This design comes from an exercise in tuning for small area, a short achievable clock period and few clock cycles on the open sky130 flow, not from production work. Function was not checked in any run shown here: the RTL went through the layout flow alone. Power figures rest on the tool's default switching activity, not on a simulated workload.

## flow/design.v (module list and top-level ports; edited modules follow where they fit)
// module mul: 940 lines
module mul
(
	input clk,
	input rst,
	input  [31:0] a,
	input  [31:0] b,
	input start,
	output [31:0] res_mul,
	output logic vld
);
  // ...
==> flow/flow/run.sh <==
#!/bin/bash
# The standard ORFS layout with three changes to how it is made:
#  - synthesis skips the generic ABC pass inside Yosys's synth command
#    (SYNTH_ARGS=-noabc), so extract_fa sees the adders as written and maps
#    them to full-adder cells without inverters between them; registers and
#    their names are the standard synthesis's;
#  - the port buffers are sky130_fd_sc_hd__buf_4 instead of a delay buffer;
#  - repair_timing aims for a larger setup margin.
set -euo pipefail
cd "$(dirname "$0")/.."
export SYNTH_ARGS="-noabc"
export BUFFER_PORTS_ARGS="-buffer_cell sky130_fd_sc_hd__buf_4"
export SETUP_SLACK_MARGIN=6.5
bash standard.sh finish > standard.log 2>&1
==> flow/standard.sh <==
#!/bin/bash
# synth_recipe.tcl (not shown) runs the flow's synth.tcl, then flattens the netlist and writes it again
# the make line also repeats each setting of config.mk as NAME=value (left out here)
make -C /OpenROAD-flow-scripts/flow DESIGN_CONFIG=/design/flow/config.mk WORK_HOME=/design/flow/orfs CLKGATE_MAP_FILE= SYNTH_SCRIPT=/design/flow/synth_recipe.tcl "${@:-finish}"
==> flow/config.mk <==
export PLATFORM = sky130hd
export DESIGN_NAME = mul
export DESIGN_NICKNAME = mul
export VERILOG_FILES = /design/flow/design.v
export SDC_FILE = /design/flow/constraint.sdc
export NUM_CORES = 4
export LEC_CHECK = 0
export CAP_MARGIN = 20
export CORE_MARGIN = 2
export CORE_UTILIZATION = 55
export SLEW_MARGIN = 20
==> flow/constraint.sdc <==
create_clock -name core_clock -period 12.0 [get_ports {clk}]
set_input_delay 2.4000 -clock core_clock [delete_from_list [all_inputs] [get_ports {clk}]]
set_output_delay 2.4000 -clock core_clock [all_outputs]
set_load 0.01 [all_outputs]
==> out/summary.txt, run 1 <==
post-CTS sizing -> 96
CP startpoint kind -> primary input
Tap Cells -> 319
global-route wire length before repair -> 66400 µm
mean area per synthesized cell -> 9.68 µm²
yosys warns -> 1
nets -> 1790
syn nets -> 1690
WL per Instance -> 26.0 µm
count of final max-slew check failures -> 0
most frequent cells in the layout -> xnor2_1 (278), a22oi_1 (191), buf_4 (154)
Max IR drop VDD -> 0.269 mV
GP Congestion -> 0.904
Syn Inst Count -> 1352
vias post-DR -> 11500
post-synthesis compound-gate area fraction -> 20.1%
Worst setup EP type -> register
Final setup viols -> 0
multi-input gates -> 1115
commonest non-fill, non-tap cell in the layout -> xnor2_1
Adder-Cell Fraction of Synth Area -> 37.1%
status -> no timing/DRC/antenna violations
multi-input gate share of total cell area -> 72.7%
Biggest consumer -> combinational cells
CP Data Arrival Time -> 5.77 ns
Worst-Margin Slew -> 0.629 ns
internal power -> 2.31 mW
cell type taking the most area -> multi-input combinational cells
grt met3 use -> 9.20%
dpl ws -> 5.37 ns
largest net degree at the start of global routing -> 60
post-synthesis sequential area ratio -> 10.7%
Routed WL -> 46200 µm
sequential portion of the cell area -> 8.50%
Clock Sinks -> 70
Post-synth ARST share -> 0%
Max clock buf depth -> 2
Hold EP -> vld$_DFF_P_
Hold WC Path Type -> primary input to register
min-delay src -> rst
==> run 2: changes to the inputs <==
--- a/flow/design.v
+++ b/flow/design.v
@@ -383,41 +383,42 @@
 logic s589, c590, s591, c592, s593, c594, s595, c596, s597, c598, s599, c600, s601, c602, s603, c604;
 logic s605, c606, s607, c608, s611, c612, s613, c614, s615, c616, s617, c618, s619, c620, s621, c622;
 logic s623, c624, s625, c626, s627, c628, s629, c630, s631, c632, s633, c634, s637, c638, s639, c640;
 logic s641, c642, s643, c644, s645, c646, s647, c648, s649, c650, s651, c652, s653, c654, s655, c656;
 logic s657, c658, s659, c660, s665, c666, s667, c668, s669, c670, s671, c672, s673, c674, s675, c676;
 logic s677, c678, s679, c680, s681, c682, s683, c684, s685, c686, s687, c688, s693, c694, s695, c696;
 logic s697, c698, s699, c700, s701, c702, s703, c704, s705, c706, s707, c708, s709, c710, s711, c712;
 logic s713, c714, s715, c716, s717, c718, s723, s724, s725, s726, s727, s728, s729, s730, s731, s732;
-logic s733, s734, s735;
+logic s733, s734, s735, s736, s737, s738, s739, s740, s741, s742, s743, s744, s745, s746, s747, s748;
+logic s749, s752, c753, s754, c755, s756, c757, s758, c759, s760, c761, s762, c763;
 assign s273 = bn1 ^ pp3;
 assign c274 = bn1 & pp3;
 assign s275 = pp4 ^ pp34;
 assign c276 = pp4 & pp34;
 assign s277 = bn2 ^ pp5 ^ pp35;
 assign c278 = (bn2 & pp5) | (pp35 & (bn2 ^ pp5));
 assign s279 = pp63 ^ c276;
 assign c280 = pp63 & c276;
 assign s281 = pp6 ^ pp36 ^ pp64;
 assign c282 = (pp6 & pp36) | (pp64 & (pp6 ^ pp36));
-assign s283 = c280 ^ c278;
-assign c284 = c280 & c278;
+assign s283 = c278 ^ s281;
+assign c284 = c278 & s281;
 assign s285 = bn3 ^ pp7 ^ pp37;
 assign c286 = (bn3 & pp7) | (pp37 & (bn3 ^ pp7));
 assign s287 = pp65 ^ pp91 ^ c282;
 assign c288 = (pp65 & pp91) | (c282 & (pp65 ^ pp91));
 assign s289 = s285 ^ c284;
 assign c290 = s285 & c284;
 assign s291 = pp8 ^ pp38 ^ pp66;
 assign c292 = (pp8 & pp38) | (pp66 & (pp8 ^ pp38));
 assign s293 = pp92 ^ c286 ^ s291;
 assign c294 = (pp92 & c286) | (s291 & (pp92 ^ c286));
-assign s295 = c290 ^ c288;
-assign c296 = c290 & c288;
+assign s295 = c288 ^ s293;
+assign c296 = c288 & s293;
 assign s297 = bn4 ^ pp9 ^ pp39;
 assign c298 = (bn4 & pp9) | (pp39 & (bn4 ^ pp9));
 assign s299 = pp67 ^ pp93 ^ pp117;
 assign c300 = (pp67 & pp93) | (pp117 & (pp67 ^ pp93));
 assign s301 = c292 ^ s297 ^ s299;
 assign c302 = (c292 & s297) | (s299 & (c292 ^ s297));
 assign s303 = c294 ^ s301;
 assign c304 = c294 & s301;
@@ -432,18 +433,18 @@
 assign s313 = bn5 ^ pp11 ^ pp41;
 assign c314 = (bn5 & pp11) | (pp41 & (bn5 ^ pp11));
 assign s315 = pp69 ^ pp95 ^ pp119;
 assign c316 = (pp69 & pp95) | (pp119 & (pp69 ^ pp95));
 assign s317 = pp141 ^ c306 ^ s313;
 assign c318 = (pp141 & c306) | (s313 & (pp141 ^ c306));
 assign s319 = s315 ^ c308 ^ s317;
 assign c320 = (s315 & c308) | (s317 & (s315 ^ c308));
-assign s321 = c310 ^ c312;
-assign c322 = c310 & c312;
+assign s321 = c310 ^ s319;
+assign c322 = c310 & s319;
 assign s323 = pp12 ^ pp42 ^ pp70;
 assign c324 = (pp12 & pp42) | (pp70 & (pp12 ^ pp42));
 assign s325 = pp96 ^ pp120 ^ pp142;
 assign c326 = (pp96 & pp120) | (pp142 & (pp96 ^ pp120));
 assign s327 = c314 ^ c316 ^ s323;
 assign c328 = (c314 & c316) | (s323 & (c314 ^ c316));
 assign s329 = s325 ^ c318 ^ s327;
 assign c330 = (s325 & c318) | (s327 & (s325 ^ c318));
@@ -480,18 +481,18 @@
 assign s361 = pp145 ^ pp165 ^ pp183;
 assign c362 = (pp145 & pp165) | (pp183 & (pp145 ^ pp165));
 assign s363 = c346 ^ c348 ^ s357;
 assign c364 = (c346 & c348) | (s357 & (c346 ^ c348));
 assign s365 = s359 ^ s361 ^ c350;
 assign c366 = (s359 & s361) | (c350 & (s359 ^ s361));
 assign s367 = s363 ^ c352 ^ s365;
 assign c368 = (s363 & c352) | (s365 & (s363 ^ c352));
-assign s369 = c354 ^ c356;
-assign c370 = c354 & c356;
+assign s369 = c354 ^ s367;
+assign c370 = c354 & s367;
 assign s371 = pp16 ^ pp46 ^ pp74;
 assign c372 = (pp16 & pp46) | (pp74 & (pp16 ^ pp46));
 assign s373 = pp100 ^ pp124 ^ pp146;
 assign c374 = (pp100 & pp124) | (pp146 & (pp100 ^ pp124));
 assign s375 = pp166 ^ pp184 ^ c358;
 assign c376 = (pp166 & pp184) | (c358 & (pp166 ^ pp184));
 assign s377 = c360 ^ c362 ^ s371;
 assign c378 = (c360 & c362) | (s371 & (c360 ^ c362));
@@ -806,38 +807,63 @@
 assign s711 = c676 ^ c678 ^ c680;
 assign c712 = (c676 & c678) | (c680 & (c676 ^ c678));
 assign s713 = s703 ^ s705 ^ s707;
 assign c714 = (s703 & s705) | (s707 & (s703 ^ s705));
 assign s715 = s709 ^ c682 ^ c684;
 assign c716 = (s709 & c682) | (c684 & (s709 ^ c682));
 assign s717 = s711 ^ s713 ^ c686;
 assign c718 = (s711 & s713) | (c686 & (s711 ^ s713));
-assign s723 = pp32 ^ pp62 ^ pp90;
-assign s724 = pp116 ^ pp140 ^ pp162;
-assign s725 = pp182 ^ pp200 ^ pp216;
-assign s726 = pp230 ^ pp242 ^ pp252;
-assign s727 = pp260 ^ pp266 ^ pp270;
-assign s728 = pp272 ^ s723 ^ s724;
-assign s729 = s725 ^ s726 ^ s727;
-assign s730 = c694 ^ c696 ^ c698;
-assign s731 = c700 ^ c702 ^ s728;
-assign s732 = s729 ^ s730 ^ c704;
-assign s733 = c706 ^ c708 ^ c710;
-assign s734 = s731 ^ s732 ^ s733;
-assign s735 = c712 ^ c714 ^ s734;
-logic c450_q, c452_q, c470_q, s489_q, c490_q, s511_q, c512_q, s533_q, c534_q, s557_q, c558_q, s581_q, c582_q, s607_q, c608_q, s633_q;
-logic c632_q, s657_q, s659_q, c634_q, s685_q, c660_q, s687_q, s715_q, c688_q, s717_q, c716_q, s735_q, c718_q, pp1_q, pp2_q, pp33_q;
-logic c274_q, s277_q, s281_q, s287_q, s293_q, c296_q, s309_q, s319_q, c322_q, c332_q, s353_q, s367_q, c370_q, c384_q, c400_q, c416_q;
-logic s449_q, s469_q, bn0_q, s273_q, s275_q, s279_q, s283_q, s289_q, s295_q, s303_q, s311_q, s321_q, s331_q, s343_q, s355_q, s369_q;
-logic s383_q, s399_q, s415_q, s433_q, s451_q;
+assign s723 = pp32 ^ pp62;
+assign s724 = pp90 ^ pp116;
+assign s725 = pp140 ^ pp162;
+assign s726 = pp182 ^ pp200;
+assign s727 = pp216 ^ pp230;
+assign s728 = pp242 ^ pp252;
+assign s729 = pp260 ^ pp266;
+assign s730 = pp270 ^ pp272;
+assign s731 = s723 ^ s724;
+assign s732 = s725 ^ s726;
+assign s733 = s727 ^ s728;
+assign s734 = s729 ^ s730;
+assign s735 = s731 ^ s732;
+assign s736 = s733 ^ s734;
+assign s737 = c694 ^ c696;
+assign s738 = c698 ^ c700;
+assign s739 = c702 ^ s735;
+assign s740 = s736 ^ s737;
+assign s741 = s738 ^ s739;
+assign s742 = s740 ^ s741;
+assign s743 = c704 ^ c706;
+assign s744 = c708 ^ c710;
+assign s745 = s742 ^ s743;
+assign s746 = s744 ^ s745;
+assign s747 = c712 ^ c714;
+assign s748 = s746 ^ s747;
+assign s749 = s748 ^ c716;
+assign s752 = pp1 ^ bn0;
+assign c753 = pp1 & bn0;
+assign s754 = pp2 ^ c753;
+assign c755 = pp2 & c753;
+assign s756 = pp33 ^ s273 ^ c755;
+assign c757 = (pp33 & s273) | (c755 & (pp33 ^ s273));
+assign s758 = c274 ^ s275 ^ c757;
+assign c759 = (c274 & s275) | (c757 & (c274 ^ s275));
+assign s760 = s277 ^ s279 ^ c759;
+assign c761 = (s277 & s279) | (c759 & (s277 ^ s279));
+assign s762 = c280 ^ s283 ^ c761;
+assign c763 = (c280 & s283) | (c761 & (c280 ^ s283));
+logic c450_q, s469_q, c470_q, s489_q, c490_q, s511_q, c512_q, s533_q, c534_q, s557_q, c558_q, s581_q, c582_q, s607_q, c608_q, s633_q;
+logic c632_q, s657_q, s659_q, c634_q, s685_q, c660_q, s687_q, s715_q, c688_q, s717_q, s749_q, c718_q, s752_q, s754_q, s756_q, s758_q;
+logic s760_q, s762_q, s287_q, c290_q, c296_q, s309_q, c312_q, c322_q, c332_q, s353_q, c356_q, c370_q, c384_q, c400_q, c416_q, s449_q;
+logic c452_q, s289_q, s295_q, s303_q, s311_q, s321_q, s331_q, s343_q, s355_q, s369_q, s383_q, s399_q, s415_q, s433_q, s451_q, c763_q;
 always_ff @(posedge clk) begin
 	vld <= start & ~rst;
 	c450_q <= c450;
-	c452_q <= c452;
+	s469_q <= s469;
 	c470_q <= c470;
 	s489_q <= s489;
 	c490_q <= c490;
 	s511_q <= s511;
 	c512_q <= c512;
 	s533_q <= s533;
 	c534_q <= c534;
 	s557_q <= s557;
@@ -852,64 +878,59 @@
 	s659_q <= s659;
 	c634_q <= c634;
 	s685_q <= s685;
 	c660_q <= c660;
 	s687_q <= s687;
 	s715_q <= s715;
 	c688_q <= c688;
 	s717_q <= s717;
-	c716_q <= c716;
-	s735_q <= s735;
+	s749_q <= s749;
 	c718_q <= c718;
-	pp1_q <= pp1;
-	pp2_q <= pp2;
-	pp33_q <= pp33;
-	c274_q <= c274;
-	s277_q <= s277;
-	s281_q <= s281;
+	s752_q <= s752;
+	s754_q <= s754;
+	s756_q <= s756;
+	s758_q <= s758;
+	s760_q <= s760;
+	s762_q <= s762;
 	s287_q <= s287;
-	s293_q <= s293;
+	c290_q <= c290;
 	c296_q <= c296;
 	s309_q <= s309;
-	s319_q <= s319;
+	c312_q <= c312;
 	c322_q <= c322;
 	c332_q <= c332;
 	s353_q <= s353;
-	s367_q <= s367;
+	c356_q <= c356;
 	c370_q <= c370;
 	c384_q <= c384;
 	c400_q <= c400;
 	c416_q <= c416;
 	s449_q <= s449;
-	s469_q <= s469;
-	bn0_q <= bn0;
-	s273_q <= s273;
-	s275_q <= s275;
-	s279_q <= s279;
-	s283_q <= s283;
+	c452_q <= c452;
 	s289_q <= s289;
 	s295_q <= s295;
 	s303_q <= s303;
 	s311_q <= s311;
 	s321_q <= s321;
 	s331_q <= s331;
 	s343_q <= s343;
 	s355_q <= s355;
 	s369_q <= s369;
 	s383_q <= s383;
 	s399_q <= s399;
 	s415_q <= s415;
 	s433_q <= s433;
 	s451_q <= s451;
+	c763_q <= c763;
 end
 logic s471, c472, s491, c492, s513, c514, s535, c536, s559, c560, s583, c584, s609, c610, s635, c636;
-logic s661, c662, s663, c664, s689, c690, s691, c692, s719, c720, s721, c722, s736, s737;
-assign s471 = c450_q ^ c452_q;
-assign c472 = c450_q & c452_q;
+logic s661, c662, s663, c664, s689, c690, s691, c692, s719, c720, s721, c722, s750, s751;
+assign s471 = c450_q ^ s469_q;
+assign c472 = c450_q & s469_q;
 assign s491 = c470_q ^ s489_q;
 assign c492 = c470_q & s489_q;
 assign s513 = c490_q ^ s511_q;
 assign c514 = c490_q & s511_q;
 assign s535 = c512_q ^ s533_q;
 assign c536 = c512_q & s533_q;
 assign s559 = c534_q ^ s557_q;
 assign c560 = c534_q & s557_q;
@@ -920,21 +941,22 @@
 assign s635 = c608_q ^ s633_q;
 assign c636 = c608_q & s633_q;
 assign s661 = c632_q ^ s657_q ^ s659_q;
 assign c662 = (c632_q & s657_q) | (s659_q & (c632_q ^ s657_q));
 assign s663 = c634_q ^ c636;
 assign c664 = c634_q & c636;
 assign s689 = s685_q ^ c660_q ^ s687_q;
 assign c690 = (s685_q & c660_q) | (s687_q & (s685_q ^ c660_q));
-assign s691 = c662 ^ c664;
-assign c692 = c662 & c664;
+assign s691 = c662 ^ s689;
+assign c692 = c662 & s689;
 assign s719 = s715_q ^ c688_q ^ s717_q;
 assign c720 = (s715_q & c688_q) | (s717_q & (s715_q ^ c688_q));
 assign s721 = c690 ^ s719;
 assign c722 = c690 & s719;
-assign s736 = c716_q ^ s735_q ^ c718_q;
-assign s737 = s736 ^ c720;
-logic [31:0] r0, r1;
-assign r0 = {c722, c692, s689, s661, c610, c584, c560, c536, c514, c492, c472, s469_q, s449_q, c416_q, c400_q, c384_q, c370_q, s367_q, s353_q, c332_q, c322_q, s319_q, s309_q, c296_q, s293_q, s287_q, s281_q, s277_q, c274_q, pp33_q, pp2_q, pp1_q};
-assign r1 = {s737, s721, s691, s663, s635, s609, s583, s559, s535, s513, s491, s471, s451_q, s433_q, s415_q, s399_q, s383_q, s369_q, s355_q, s343_q, s331_q, s321_q, s311_q, s303_q, s295_q, s289_q, s283_q, s279_q, s275_q, s273_q, 1'b0, bn0_q};
-assign res_mul = r0 + r1;
+assign s750 = s749_q ^ c718_q;
+assign s751 = s750 ^ c720;
+logic [25:0] r0, r1;
+assign r0 = {c722, c692, c664, s661, c610, c584, c560, c536, c514, c492, c472, c452_q, s449_q, c416_q, c400_q, c384_q, c370_q, c356_q, s353_q, c332_q, c322_q, c312_q, s309_q, c296_q, c290_q, s287_q};
+assign r1 = {s751, s721, s691, s663, s635, s609, s583, s559, s535, s513, s491, s471, s451_q, s433_q, s415_q, s399_q, s383_q, s369_q, s355_q, s343_q, s331_q, s321_q, s311_q, s303_q, s295_q, s289_q};
+assign res_mul[31:6] = r0 + r1 + {25'b0, c763_q};
+assign res_mul[5:0] = {s762_q, s760_q, s758_q, s756_q, s754_q, s752_q};
 endmodule
--- a/flow/flow/run.sh
+++ b/flow/flow/run.sh
@@ -5,10 +5,10 @@
 #    them to full-adder cells without inverters between them; registers and
 #    their names are the standard synthesis's;
 #  - the port buffers are sky130_fd_sc_hd__buf_4 instead of a delay buffer;
 #  - repair_timing aims for a larger setup margin.
 set -euo pipefail
 cd "$(dirname "$0")/.."
 export SYNTH_ARGS="-noabc"
 export BUFFER_PORTS_ARGS="-buffer_cell sky130_fd_sc_hd__buf_4"
-export SETUP_SLACK_MARGIN=6.5
+export SETUP_SLACK_MARGIN=6.0
 bash standard.sh finish > standard.log 2>&1
==> run 2 against run 1 <==
  * Total power shrank 3.1%
  * First-iteration DRC count shrank 24%
  * Flip-flop and latch count fell by 5
  * Routed wire length decreased by 11%
  * Via count fell by 9.0%
  * Maximum frequency fell by 7.7%
  * Global-route usage shrank 2.6 points
  * Final cell count decreased by 5.1%
  * Sequential power decreased by 3%
  * Sequential share of layout area up 0.37 points
  * Highest routed layer is now met4
==> out/summary.txt, run 2 <==
status -> no timing/DRC/antenna violations (unchanged)
commonest non-fill, non-tap cell in the layout -> xnor2_1 (unchanged)
vias post-DR -> 10500 (was 11500)
CTS buffer count -> 9 (unchanged)
Max Freq -> 166 MHz (was 180 MHz)
Reg clk slew, reported paths -> 0.07 ns (about the same)
Post-Route Utilization -> 63.1% (was 70.5%)
Clock Sinks -> 65 (was 70)
crit path kind -> primary input to register (unchanged)
min-delay src -> rst (unchanged)
dpl cells -> 1639 (was 1653)
yosys warns -> 1 (unchanged)
Max Cap Viol -> 0 (unchanged)
H-tree Lvls -> 3 (unchanged)
hold bufs inserted after CTS -> 0 (unchanged)
Main synth FF type -> dfxtp_1 (unchanged)
final cell count without fillers -> 1686 (was 1777)
Top Ports -> 100 (unchanged)
period utilization -> 50.1% (was 46.2%)
Netlist cell types -> 51 (was 53)
pwr/cell area -> 288 mW/mm² (was 264 mW/mm²)
antenna violations before repair -> 0 (was 1)
Final setup viols -> 0 (unchanged)
TritonCTS clock tree -> built (unchanged)
Post-synth EDFFs -> 0 (unchanged)
area leader, netlist -> fa_1 (unchanged)
Final Cell Area -> 0.0147 mm² (was 0.0165 mm²)
GR Util All Layers -> 33.4% (was 36.0%)
top cells by area, synth -> fa_1 (31%), xnor2_1 (20%), a22oi_1 (13%) (was fa_1 (30%), xnor2_1 (19%), a22oi_1 (13%))
Post-synth ARST share -> 0% (unchanged)
Synth top area share -> 31.3% (was 30.0%)
most frequent cells in the layout -> xnor2_1 (290), a22oi_1 (221), fa_1 (195) (was xnor2_1 (278), a22oi_1 (191), buf_4 (154))
most common cell in the synthesized netlist -> xnor2_1 (unchanged)
number of synthesized register bits -> 65 (was 70)
post-synthesis sequential area ratio -> 10.1% (was 10.7%)
Hold EP -> vld$_DFF_P_ (unchanged)
Commonest cells post-synth -> xnor2_1 (292), a22oi_1 (226), fa_1 (202) (was xnor2_1 (289), a22oi_1 (225), fa_1 (196))
GP Congestion -> 0.917 (was 0.904)
area of the core -> 0.0233 mm² (was 0.0234 mm²)
syn nets -> 1674 (was 1690)
Total Power -> 4.23 mW (was 4.36 mW)
CP startpoint kind -> primary input (unchanged)
vias in the first global route -> 10200 (was 11200)
Worst setup EP type -> register (unchanged)
post-synthesis to final-layout area growth -> 13.6% (was 26.0%)
die area -> 0.0247 mm² (was 0.0251 mm²)
DR DRC count -> 0 (unchanged)
FP Rows -> 56 (unchanged)
Routed Antenna Nets -> 0 (unchanged)
Max clock buf depth -> 2 (unchanged)
RSZ-0062 raised after global routing -> true (unchanged)
Syn Inst Count -> 1334 (was 1352)
Hold WC Path Type -> primary input to register (unchanged)
Detailed Route Iter0 Violations -> 1092 (was 1440)
starting density of the core -> 55.6% (was 55.9%)
Relative slew margins -> 52.2% (was 58.1%)
CP Data Arrival Time -> 6.24 ns (was 5.77 ns)
largest net degree at the start of global routing -> 64 (was 60)
leakage power -> 5.63 nW (was 6.28 nW)
post-DR vias/cell -> 6.21 (was 6.47)
synthesized area -> 0.0129 mm² (was 0.0131 mm²)
Overflow after GRT -> 0 (unchanged)
Worst-Margin Slew -> 0.710 ns (was 0.629 ns)
hold path cells -> 2 (unchanged)
CP required -> 12.23 ns (about the same)
First-pass DRT Iterations -> 5 (was 7)
global-route wire length before repair -> 61300 µm (was 66400 µm)
nets -> 1702 (was 1790)
Max IR drop VDD -> 0.264 mV (was 0.269 mV)
mean area per synthesized cell -> 9.69 µm² (was 9.68 µm²)
die width -> 157 µm (was 158 µm)
port bufs -> 99 (unchanged)
post-DP HPWL -> 28400 µm (was 28000 µm)
minimum clock period -> 6.01 ns (was 5.54 ns)
final hold violations -> 0 (unchanged)
Die Ht -> 157 µm (was 158 µm)
Routed WL -> 41200 µm (was 46200 µm)
Root Buffer -> clkbuf_16 (unchanged)
critical path peak fanout -> 10 (was 6)
Area after DPL -> 0.0137 mm² (was 0.0143 mm²)
n_diodes -> 0 (was 1)
count of final max-slew check failures -> 0 (unchanged)
WL per Instance -> 24.4 µm (was 26.0 µm)
fraction of layout cells with a size suffix above 1 -> 15.9% (was 28.3%)
Setup Total Neg Slack -> 0 ns (unchanged)
-- run 2: cell count changes after synthesis, moves of 5 or more --
cell | previous run | this run
buf_4 | 0 | 7
nor2b_1 | 8 | 2
a21oi_1 | 74 | 82
nand2_1 | 57 | 48
xor2_1 | 37 | 20
dfxtp_1 | 70 | 65
fa_1 | 196 | 202
-- run 2: repair_timing --
item / 4_1_cts / 5_1_grt
endpoints found under the hold margin: 0 / 0
endpoints found under the setup margin: 39 / 14
buffers inserted: 3 / 27
gates cloned: 1 / 0
pin swaps: 2 / 8
resized for setup: 41 / 45
-- run 2: where the power goes --
| group | internal (mW) | switching (mW) | total (mW) |
|---|---|---|---|
| logic | 1.68 | 1.83 | 3.51 |
| clock network | 0.163 | 0.123 | 0.286 |
| registers | 0.387 | 0.0416 | 0.428 |
| total | 2.23 | 1.99 | 4.23 |
-- run 2: logic make-up (layout without fill, tap and decap cells) --
| group | Yosys count | after routing | synth area share (%) |
|---|---|---|---|
| simple gates | 122 | 122 | 4.56 |
| compound gates | 378 | 378 | 20.0 |
| fa+ha+maj | 273 | 273 | 38.2 |
| buf+inv | 181 | 214 | 5.50 |
| flops | 65 | 65 | 10.1 |
| xor+xnor | 315 | 315 | 21.7 |
-- run 2: cell type report --
class,instances,area [µm²]
clock buffers,9,225
clock inverters,7,77.6
fillers,2045,8590
inverters,50,269
multi-input cells,1088,11200
flip-flops and latches,65,1300
well taps,319,399
repair buffers,148,1250
-- run 2: layer usage --
metal	part of all wire, %	vias up	GRT usage, %
met5	0	-	0
met4	2.2	0	9.00
met3	8.7	70	6.53
met2	47	587	54.6
met1	42	5160	45.5
li1	-	4647	-
-- run 2: how the worst max path moves through the flow --
stage / from / endpoint / slack, ns / cells past startpoint
after CTS: b[1] / s749_q$_DFF_P_ / 5.94 / 15
after global placement: b[1] / s749_q$_DFF_P_ / 5.05 / 15
after floorplan: b[19] / s749_q$_DFF_P_ / 5.98 / 14
final: b[9] / s749_q$_DFF_P_ / 5.99 / 15
after global routing: b[13] / s749_q$_DFF_P_ / 5.90 / 15
after detailed placement: b[1] / s749_q$_DFF_P_ / 4.98 / 15
-- run 2: per-stage QoR --
step                      worst slack (ns)  hold slack [ns]
final                                 5.99             2.20
after global routing                  5.90             2.20
after CTS                             5.94             2.19
after detailed placement              4.98             2.56
after global placement                5.05             2.56
after floorplan                       5.98             2.47
-- run 2: worst max-delay path, stage by stage --
cell	delay, ns
buf_4	0.14
nand2b_1	0.18
o22ai_4	0.38
a22oi_1	0.17
xnor2_1	0.19
fa_1	0.47
fa_1	0.49
fa_2	0.38
fa_2	0.36
xnor2_2	0.15
xnor2_1	0.13
xnor2_1	0.25
xnor2_1	0.17
xnor2_1	0.15
xnor3_1	0.22

[what the ideal ports hide]
No port has a modelled driver above. Below, the same layouts with a new extraction and two added sets of constraints.
Step 1 sets driving cells, clkbuf_16 on the clock port and buf_2 on the other inputs (assumed; they add their load-dependent delay and slew).
Step 2 times the ports against the registers' clock, not the clock port: input delays grow and output delays shrink by t, the midpoint of the rising clock arrivals with the driver on.
a / b / c = ideal / step 1 / step 2; a / b = the first two.
run | t (ns) | setup slack, ns | slew at the worst register clock pin (ns) | worst data-port slew with drivers (ns)
run 1 | 0.405 | 6.457 / 6.380 / 5.975 | 0.07 / 0.07 | 0.24
run 2 | 0.396 | 5.993 / 5.960 / 5.565 | 0.07 / 0.07 | 0.14
After both steps setup and hold are still met in every run listed. For run 1, which loses most, drivers alone change the setup slack by -0.077 ns; drivers and shift together by -0.482 ns.
